From an optimization exercise on the open Yosys and OpenROAD flow, aimed at small area; shortcuts taken in it are not production practice. Only simulation tests tie the RTL to the original design; equivalence was not proved. No activity file was given, so power comes from the tool's default toggle rates.

**design/flow/config.mk**
```make
export PLATFORM = sky130hd
export DESIGN_NAME = axi_s_to_fifos
export DESIGN_NICKNAME = axi_s_to_fifos
export VERILOG_FILES = /design/flow/design.v
export SDC_FILE = /design/flow/constraint.sdc
export NUM_CORES = 4
export LEC_CHECK = 0
export CAP_MARGIN = 20
export CORE_MARGIN = 2
export CORE_UTILIZATION = 40
export SLEW_MARGIN = 20
```
**design/flow/constraint.sdc**
```tcl
create_clock -name core_clock -period 8.0 [get_ports {clk}]
set_input_delay 1.6000 -clock core_clock [delete_from_list [all_inputs] [get_ports {clk}]]
set_output_delay 1.6000 -clock core_clock [all_outputs]
set_load 0.01 [all_outputs]
```
**design/flow/design.v**
```verilog
module axi_s_to_fifos #(
    parameter integer FIFO_DEPTH = 32,
    parameter integer C_DATA_WIDTH = 32
)(
    input  logic                     clk,
    input  logic                     nrst,
    input  logic [31:0]  awaddr,
    input  logic [3:0]               awprot,
    input  logic                     awvalid,
    output logic                     awready,
    input  logic [C_DATA_WIDTH-1:0]  wdata,
    input  logic [C_DATA_WIDTH/8-1:0] wstrb,
    input  logic                     wvalid,
    output logic                     wready,
    output logic [1:0]               bresp,
    output logic                     bvalid,
    input  logic                     bready,
    input  logic [31:0]  araddr,
    input  logic [3:0]               arprot,
    input  logic                     arvalid,
    output logic                     arready,
    output logic [C_DATA_WIDTH-1:0]  rdata,
    output logic [1:0]               rresp,
    output logic                     rvalid,
    input  logic                     rready,
    input logic [C_DATA_WIDTH-1:0]  fifo_wdata,
    output logic                    fifo_full,
    output logic                    fifo_almost_full,
    input logic                     fifo_wena,
    output logic [C_DATA_WIDTH-1:0] fifo_rdata,
    output logic                    fifo_empty,
    output logic                    fifo_almost_empty,
    input logic                     fifo_rena
);
    localparam ADDR_STATUS  = 0;
    localparam ADDR_WRITE   = 1;
    localparam ADDR_READ    = 2;
    localparam BYTES        = C_DATA_WIDTH/8;
    localparam ADDR_LSB     = $clog2(BYTES); 
    logic [C_DATA_WIDTH-1:0]    reg_write   [0:FIFO_DEPTH-1];
    logic [C_DATA_WIDTH-1:0]    reg_read    [0:FIFO_DEPTH-1];
    logic [31:0]                araddr_reg;
    logic [31:0]                awaddr_reg;
    logic [C_DATA_WIDTH-1:0]    wdata_reg;
    logic full2;
    logic almost_full2;
    logic empty2;
    logic almost_empty2;
    logic full1;
    logic almost_full1;
    logic empty1;
    logic almost_empty1;
    logic wrote_axi;
    logic rd_pop;
    logic push_fifo1;
    logic pop_fifo1;
    logic push_fifo2;
    logic pop_fifo2;
    localparam int INDEX_W = $clog2(FIFO_DEPTH);
    logic [INDEX_W-1:0] write_index_axi, read_index_axi;
    logic [INDEX_W-1:0] write_index_fifo, read_index_fifo;
    logic [INDEX_W:0]   size_fifo1, size_fifo2;
    typedef enum logic {
        IDLE_READ,
        READ_DATA
    } state_read;
    state_read state_r;
    always_ff @(posedge clk or negedge nrst) begin
        if (!nrst) begin
            arready             <= 0;
            araddr_reg          <= 0;
            rdata               <= 0;
            rresp               <= 0;
            rvalid              <= 0;
            state_r             <= IDLE_READ;
            read_index_axi      <= 0;
            rd_pop              <= 0;
        end else begin
            case (state_r)
                IDLE_READ: begin
                    arready     <= 1;
                    if (arvalid && arready) begin
                        araddr_reg  <= araddr;
                        state_r     <= READ_DATA;
                        arready <= 0;
                    end
                end
                READ_DATA: begin
                    if (!rvalid) begin
                        rvalid  <= 1;
                        rresp   <= 0;
                        rd_pop  <= (araddr_reg[31:ADDR_LSB] == ADDR_READ) && !empty1;
                        if (araddr_reg[31:ADDR_LSB] == ADDR_STATUS) begin
                            rdata   <= {28'b0,
                                        full2,
                                        almost_full2,
                                        empty1,
                                        almost_empty1};
                        end else if (araddr_reg[31:ADDR_LSB] == ADDR_READ && !empty1) begin
                            rdata   <= reg_read[read_index_axi];
                        end else begin
                            rdata   <= 0;
                        end
                    end else if (rready) begin
                        if (rd_pop) begin
                            read_index_axi <= read_index_axi + 1;
                            if (read_index_axi == FIFO_DEPTH - 1) begin
                                read_index_axi <= 0;
                            end
                        end
                        rvalid  <= 0;
                        state_r <= IDLE_READ;
                    end
                end
                default: begin
                    state_r <= IDLE_READ;
                end
            endcase
        end
    end
    always_ff @(posedge clk or negedge nrst) begin
        if (!nrst) begin
            for (int i = 0; i < FIFO_DEPTH; i++) begin
                reg_read[i]     <= '0;
            end
            write_index_fifo    <= 0;
        end else begin
            if (fifo_wena && !full1) begin
                reg_read[write_index_fifo] <= fifo_wdata;
                write_index_fifo <= write_index_fifo + 1;
                if (write_index_fifo == FIFO_DEPTH - 1) begin
                    write_index_fifo <= 0;
                end
            end
        end
    end
    always_comb begin
        push_fifo1 = (fifo_wena && !full1);
        pop_fifo1 = rd_pop && (state_r == READ_DATA) && (rready && rvalid);
    end
    always_ff @(posedge clk or negedge nrst) begin
        if (!nrst) begin
            size_fifo1 <= FIFO_DEPTH;
        end else begin
            size_fifo1 <= size_fifo1 + pop_fifo1 - push_fifo1;
        end
    end
    typedef enum logic [1:0] {
        IDLE_WRITE,
        HAVE_AW,
        HAVE_W,
        RESP
    } state_write;
    state_write state_w;
    always_ff @(posedge clk or negedge nrst) begin
        if (!nrst) begin
            awready         <= 0;
            wready          <= 0;
            bvalid          <= 0;
            bresp           <= 0;
            awaddr_reg      <= 0;
            wdata_reg       <= 0;
            wrote_axi       <= 0;
            write_index_axi <= 0;
            state_w         <= IDLE_WRITE;
            for (int i = 0; i < FIFO_DEPTH; i++) begin
                reg_write[i] <= '0;
            end
        end else begin
            case (state_w)
                IDLE_WRITE: begin
                    awready <= 1;
                    wready  <= 1;
                    wrote_axi   <= 0;
                    if ((wvalid && wready) && (awvalid && awready)) begin
                        wdata_reg   <= wdata;
                        awaddr_reg  <= awaddr;
                        wready      <= 0;
                        awready     <= 0;
                        state_w     <= RESP;
                    end else if (awvalid && awready) begin
                        awaddr_reg  <= awaddr;
                        awready     <= 0;
                        state_w     <= HAVE_AW;
                    end else if (wvalid && wready) begin
                        wdata_reg   <= wdata;
                        wready      <= 0;
                        state_w     <= HAVE_W;
                    end
                end
                HAVE_AW: begin
                    wready  <= 1;
                    if (wvalid && wready) begin
                        wdata_reg   <= wdata;
                        wready      <= 0;
                        state_w     <= RESP;
                    end
                end
                HAVE_W: begin
                    awready <= 1;
                    if (awvalid && awready) begin
                        awaddr_reg  <= awaddr;
                        awready     <= 0;
                        state_w     <= RESP;
                    end
                end
                RESP: begin
                    if (awaddr_reg[31:ADDR_LSB] == ADDR_WRITE && !wrote_axi && !full2) begin
                        reg_write[write_index_axi] <= wdata_reg;
                        write_index_axi <= write_index_axi + 1;
                        if (write_index_axi == FIFO_DEPTH - 1) begin
                            write_index_axi <= 0;
                        end
                        wrote_axi <= 1;
                    end
                    bvalid  <= 1;
                    bresp   <= 0;
                    if (bready && bvalid) begin
                        bvalid  <= 0;
                        state_w <= IDLE_WRITE;
                    end
                end
                default: begin
                    state_w <= IDLE_WRITE;
                end
            endcase
        end
    end
    always_ff @(posedge clk or negedge nrst) begin
        if (!nrst) begin
            read_index_fifo <= 0;
        end else begin
            if (fifo_rena && !empty2) begin
                read_index_fifo <= read_index_fifo + 1;
                if (read_index_fifo == FIFO_DEPTH - 1) begin
                    read_index_fifo <= 0;
                end
            end
        end
    end
    always_comb begin
        pop_fifo2 = (fifo_rena && !empty2);
        push_fifo2 = (awaddr_reg[31:ADDR_LSB] == ADDR_WRITE && !wrote_axi && !full2) && (state_w == RESP);
    end
    always_ff @(posedge clk or negedge nrst) begin
        if (!nrst) begin
            size_fifo2 <= FIFO_DEPTH;
        end else begin
            size_fifo2 <= size_fifo2 + pop_fifo2 - push_fifo2;
        end
    end
    always_comb fifo_rdata = reg_write[read_index_fifo];
    always_comb begin
        empty2        = size_fifo2 == FIFO_DEPTH;
        almost_empty2 = size_fifo2 == (FIFO_DEPTH - 1);
        full2         = size_fifo2 == 0;
        almost_full2  = size_fifo2 == 1;
        empty1         = size_fifo1 == FIFO_DEPTH;
        almost_empty1  = size_fifo1 == (FIFO_DEPTH - 1);
        full1          = size_fifo1 == 0;
        almost_full1   = size_fifo1 == 1;
        fifo_full           = full1;
        fifo_almost_full    = almost_full1;
        fifo_empty          = empty2;
        fifo_almost_empty   = almost_empty2;
    end
endmodule
```
**design/flow/run.sh**
```bash
#!/bin/bash
# synth_recipe.tcl (not shown) runs the flow's synth.tcl, then flattens the netlist and writes it again
# the make line also repeats each setting of config.mk as NAME=value (left out here)
make -C /OpenROAD-flow-scripts/flow DESIGN_CONFIG=/design/flow/config.mk WORK_HOME=/design/flow/orfs CLKGATE_MAP_FILE= SYNTH_SCRIPT=/design/flow/synth_recipe.tcl finish
```
==> notes.md <==
-- worst register-to-register path, delay by kind of cell (launching register included) --
family                 cells  cell delay (ns)
buffers and inverters      2             0.96
muxes                      1             0.37
DFF                        1             0.39
and+or+nand+nor            5             2.93
-- kinds of logic after synthesis --
| family | after synthesis |
|---|---|
| muxes | 2417 |
| DFF | 2214 |
| AOI/OAI and AO/OA | 1121 |
| and+or+nand+nor | 729 |
| buffers and inverters | 715 |
| adders and majority gates | 52 |
| xor gates and xnor gates | 10 |
| other | 1 |
-- routing by layer --
metal  vias to the layer above  part of all wire  routed length, µm
li1                      27000                 -                  -
met1                     36600              0.40             150000
met2                      3365              0.46             171000
met3                       920             0.080              29800
met4                         8             0.057              21100
met5                         -           0.00013                 47
-- per-stage QoR --
stage / utilization / hold WS [ns] / total power, mW / std cells
global placement: 0.426 / 0.456 / 21.8 / 10200
floorplan: - / 0.450 / 19.1 / 7262
finish: 0.459 / 0.483 / 33.5 / 10700
detailed placement: 0.426 / 0.470 / 22.2 / 10300
CTS: 0.459 / 0.483 / 33.5 / 10700
global route: 0.459 / 0.508 / 34.7 / 10700
-- power by group through the flow --
stage	sequential (mW)	clock, mW	combinational [mW]
2_1_floorplan	14.6	0	4.53
3_3_place_gp	15.6	0	6.18
3_5_place_dp	15.8	0	6.38
4_1_cts	15.6	11.5	6.40
5_1_grt	15.9	12.0	6.77
6_report	15.7	11.4	6.45
-- worst min path at each step --
stage                        to              from  depth (start not counted)  slack [ns]
6_report              rdata[28]         rdata[28]                          2        0.48
5_1_grt        reg_write[6][23]  reg_write[6][23]                          1        0.51
4_1_cts                  rd_pop            rd_pop                          1        0.48
3_5_place_dp             rd_pop            rd_pop                          1        0.47
3_3_place_gp          rdata[13]         rdata[13]                          2        0.46
2_1_floorplan            rd_pop            rd_pop                          1        0.45
-- placed cells by master, fill, tap and decap left out, types with 15 or more instances in the layout --
cell type | synthesis | routed
sky130_fd_sc_hd__o2111ai_1 | 27 | 27
sky130_fd_sc_hd__a21oi_1 | 91 | 91
sky130_fd_sc_hd__nor2_1 | 143 | 117
sky130_fd_sc_hd__o211ai_1 | 20 | 20
sky130_fd_sc_hd__clkbuf_1 | 441 | 47
sky130_fd_sc_hd__a32oi_1 | 34 | 34
sky130_fd_sc_hd__o32ai_1 | 16 | 16
sky130_fd_sc_hd__o22ai_1 | 68 | 68
sky130_fd_sc_hd__clkinv_2 | 0 | 39
sky130_fd_sc_hd__a221o_1 | 21 | 21
sky130_fd_sc_hd__buf_4 | 7 | 215
sky130_fd_sc_hd__nor3_1 | 68 | 56
sky130_fd_sc_hd__inv_1 | 43 | 43
sky130_fd_sc_hd__nand4_1 | 58 | 58
sky130_fd_sc_hd__a32o_1 | 18 | 18
sky130_fd_sc_hd__clkdlybuf4s50_1 | 0 | 183
sky130_fd_sc_hd__nor4_1 | 39 | 35
sky130_fd_sc_hd__nand2b_1 | 24 | 22
sky130_fd_sc_hd__bufinv_16 | 0 | 16
sky130_fd_sc_hd__nor2b_1 | 29 | 17
sky130_fd_sc_hd__a22oi_1 | 360 | 360
sky130_fd_sc_hd__buf_2 | 118 | 21
sky130_fd_sc_hd__a22o_1 | 86 | 86
sky130_fd_sc_hd__buf_12 | 0 | 16
sky130_fd_sc_hd__mux2i_1 | 212 | 212
sky130_fd_sc_hd__a221oi_1 | 69 | 69
sky130_fd_sc_hd__nor2_2 | 0 | 15
sky130_fd_sc_hd__dfrtp_1 | 2212 | 2192
sky130_fd_sc_hd__nand3_1 | 52 | 39
sky130_fd_sc_hd__clkbuf_8 | 0 | 70
sky130_fd_sc_hd__a31oi_1 | 21 | 21
sky130_fd_sc_hd__nand2_4 | 0 | 21
sky130_fd_sc_hd__ha_1 | 50 | 43
sky130_fd_sc_hd__clkbuf_16 | 0 | 234
sky130_fd_sc_hd__a2111oi_0 | 22 | 20
sky130_fd_sc_hd__mux2_2 | 2191 | 2191
sky130_fd_sc_hd__o21ai_0 | 110 | 110
sky130_fd_sc_hd__nand2_1 | 215 | 180
sky130_fd_sc_hd__a222oi_1 | 65 | 65
-- layout make-up --
type                    instances  area [µm²]  area share
repair buffers                438        3930      0.0349
multi-input cells            4333       40900       0.363
flip-flops and latches       2214       55400       0.492
well taps                    3220        4030      0.0358
clock inverters                79        1160      0.0103
inverters                      46         173     0.00153
diodes                          9        22.5    0.000200
clock buffers                 351        7000      0.0621
==> summary.json <==
{
  "detail_route.first_pass.iterations": 6,
  "max_slew.worst_pin.slew_ns": 1.23,
  "floorplan.io_pins": 226,
  "synthSimpleGateAreaFrac": 0.0377,
  "timing.critical_path.to": "fifo_rdata[2]",
  "clockRootBuffer": "sky130_fd_sc_hd__clkbuf_16",
  "postCtsSetupBuffers": 0,
  "global_route.usage.met2": 0.460,
  "final-hold-violation-count": 0,
  "critPathTopFamily": "buffers and inverters",
  "max_slew_margin": 0.177,
  "wire_length_of_the_first_global_routing_pass_um": 521000,
  "area_growth_pct": 14.6,
  "worst_r2r_path_depth": 8,
  "power.switching_fraction": 0.312,
  "critical-path-max-stage-delay_ns": 0.68,
  "finish.net_count": 7468,
  "p_per_area_nw_per_um2": 297,
  "cp-startpoint": "read_index_fifo[0]",
  "finalWeightedCongestion": 0.843,
  "clockBufferDepth": 3,
  "final_period_minus_worst_setup_slack_ns": 7.23,
  "p_sw_mw": 10.5,
  "grt.met3_usage": 0.0549,
  "core-area_um2": 245000,
  "rr_endpoint": "reg_write[25][6]",
  "std_cell_rows": 182,
  "layout_cell_share_with_drive_strength_beyond_1": 0.404,
  "finalSetupViolations": 0,
  "end_kind": "primary output",
  "netlist-cell-type-count": 74,
  "setup_ws_ns": 0.766,
  "detail-route-antenna-nets": 0,
  "routed_wl_um": 371000,
  "worst_path_most_repeated_cell": "sky130_fd_sc_hd__buf_4",
  "chain_of_cells_forming_the_critical_path": "inv_1 -> ha_2 -> buf_4 -> nand2b_1 -> nor2_2 -> or2_2 -> buf_4 -> nor2_1 -> a41oi_1 -> clkdlybuf4s50_1",
  "synth-edff-count": 0,
  "gate_count_post_synth": 7259,
  "path_class": "register to primary output",
  "avgSynthCellArea_um2": 13.5,
  "clock_latency_ns": 0.94,
  "cp.arrival_ns": 5.63,
  "clk_pin_slew_ns": 0.06,
  "tritoncts.num_buffers": 234,
  "grtUsageTotal": 0.291,
  "cp.required_ns": 6.40,
  "initial_antenna_violation_count": 23,
  "area_share_of_fa_ha_maj_cells_after_synthesis": 0.00677,
  "num-fill-cells": 21700,
  "detailed_place_hpwl_um": 215000,
  "overflow": 0,
  "yosys_warnings": 3,
  "synth_common_cells": "2212 x sky130_fd_sc_hd__dfrtp_1, 2191 x sky130_fd_sc_hd__mux2_2, 441 x sky130_fd_sc_hd__clkbuf_1",
  "drv_slew": 0,
  "yosys_register_bits": 2214,
  "cts_num_sinks": 2214,
  "min-delay-path-class": "register to register",
  "max_cap_viol_count": 0,
  "avgViaCountPerCell": 6.35,
  "groute.layer.met1.usage": 0.383,
  "final_period_util": 0.904,
  "post_synth_instance_area_um2": 98300,
  "place_area_um2": 105000,
  "reg.largest.list": "reg_read x1024, reg_write x1024",
  "finalClockSkew_ns": 0.0963,
  "tritoncts": "done",
  "cp_slowest_cell": "sky130_fd_sc_hd__clkdlybuf4s50_1",
  "power_leakage_nw": 52.4,
  "part_of_the_power_in_combinational_logic": 0.192,
  "pre_cts_setup_slack_ns": 1.88,
  "path_depth": 10,
  "max_clock_freq_mhz": 138,
  "vdd_ir_drop_max_mv": 0.231,
  "combinational_family_with_the_most_area_after_synthesis": "multiplexers",
  "grt_max_degree": 169,
  "post_synth_xor_area_fraction": 0.000891,
  "yosysMostFrequentCell": "sky130_fd_sc_hd__dfrtp_1",
  "routedWlPerCell_um": 34.7,
  "timing.critical_path.from_type": "register",
  "design.die.area_um2": 250000,
  "synthDominantAreaCellType": "sky130_fd_sc_hd__dfrtp_1",
  "reg2reg_setup_slack_ns": 3.24,
  "die_w_um": 500,
  "synth-main-ff-cell": "sky130_fd_sc_hd__dfrtp_1",
  "yosysTopAreaCellShare": 0.563,
  "synth_seq_area_share": 0.564,
  "ctsHoldBuffers": 0,
  "rsz0062_at_grt": "false",
  "grt_busiest_layer": "met2",
  "htreeDepth": 4,
  "share_clk_of_total_power": 0.340,
  "cts.repair.resized": 0,
  "async_flop_share": 1.00,
  "cp_max_fo": 34,
  "synth_compound_area_frac": 0.0862,
  "synth.area.top_cells": "sky130_fd_sc_hd__dfrtp_1 56%, sky130_fd_sc_hd__mux2_2 25%, sky130_fd_sc_hd__a22oi_1 2.7%, sky130_fd_sc_hd__mux2i_1 2.2%, sky130_fd_sc_hd__clkbuf_1 1.7%",
  "dr.first_iter.drc_count": 7848,
  "die_height_um": 500,
  "timing.critical_path.buf_inv": 4,
  "finalSetupTns_ns": 0,
  "drc": 0,
  "grt_pass1_vias": 68400,
  "post_synth_mux_area_share": 0.276,
  "share_seq_of_total_power": 0.468,
  "intPower_mw": 23.0,
  "starting_density_of_the_core": 0.401,
  "route.vias.total": 67900,
  "finalInstanceArea_um2": 113000,
  "status": "finished clean",
  "buffer_ports.inserted": 205
}

[port drivers added, routing unchanged]
No port has a modelled driver above. Below, the same layout with a new extraction and two added sets of constraints. Step 1 sets driving cells, clkbuf_16 on the clock port and buf_2 on the other inputs (assumed; they add their load-dependent delay and slew). Step 2 moves the port delays by t, midway between the first and last clock arrival at a register: inputs arrive t later, outputs are due t later. That takes back most of the time a late clock gives input paths. Three values: no drivers, after step 1, after step 2; two values: the first two.
t (ns): 0.988
slack for setup (ns): 0.766 / 0.667 / 1.655
worst slew at a driven data input, ns: 0.21
cell pins on the clock port's net: 1
After both steps setup and hold are still met in this run. The setup slack of this run moves by -0.099 ns with the drivers and by +0.889 ns with both steps.
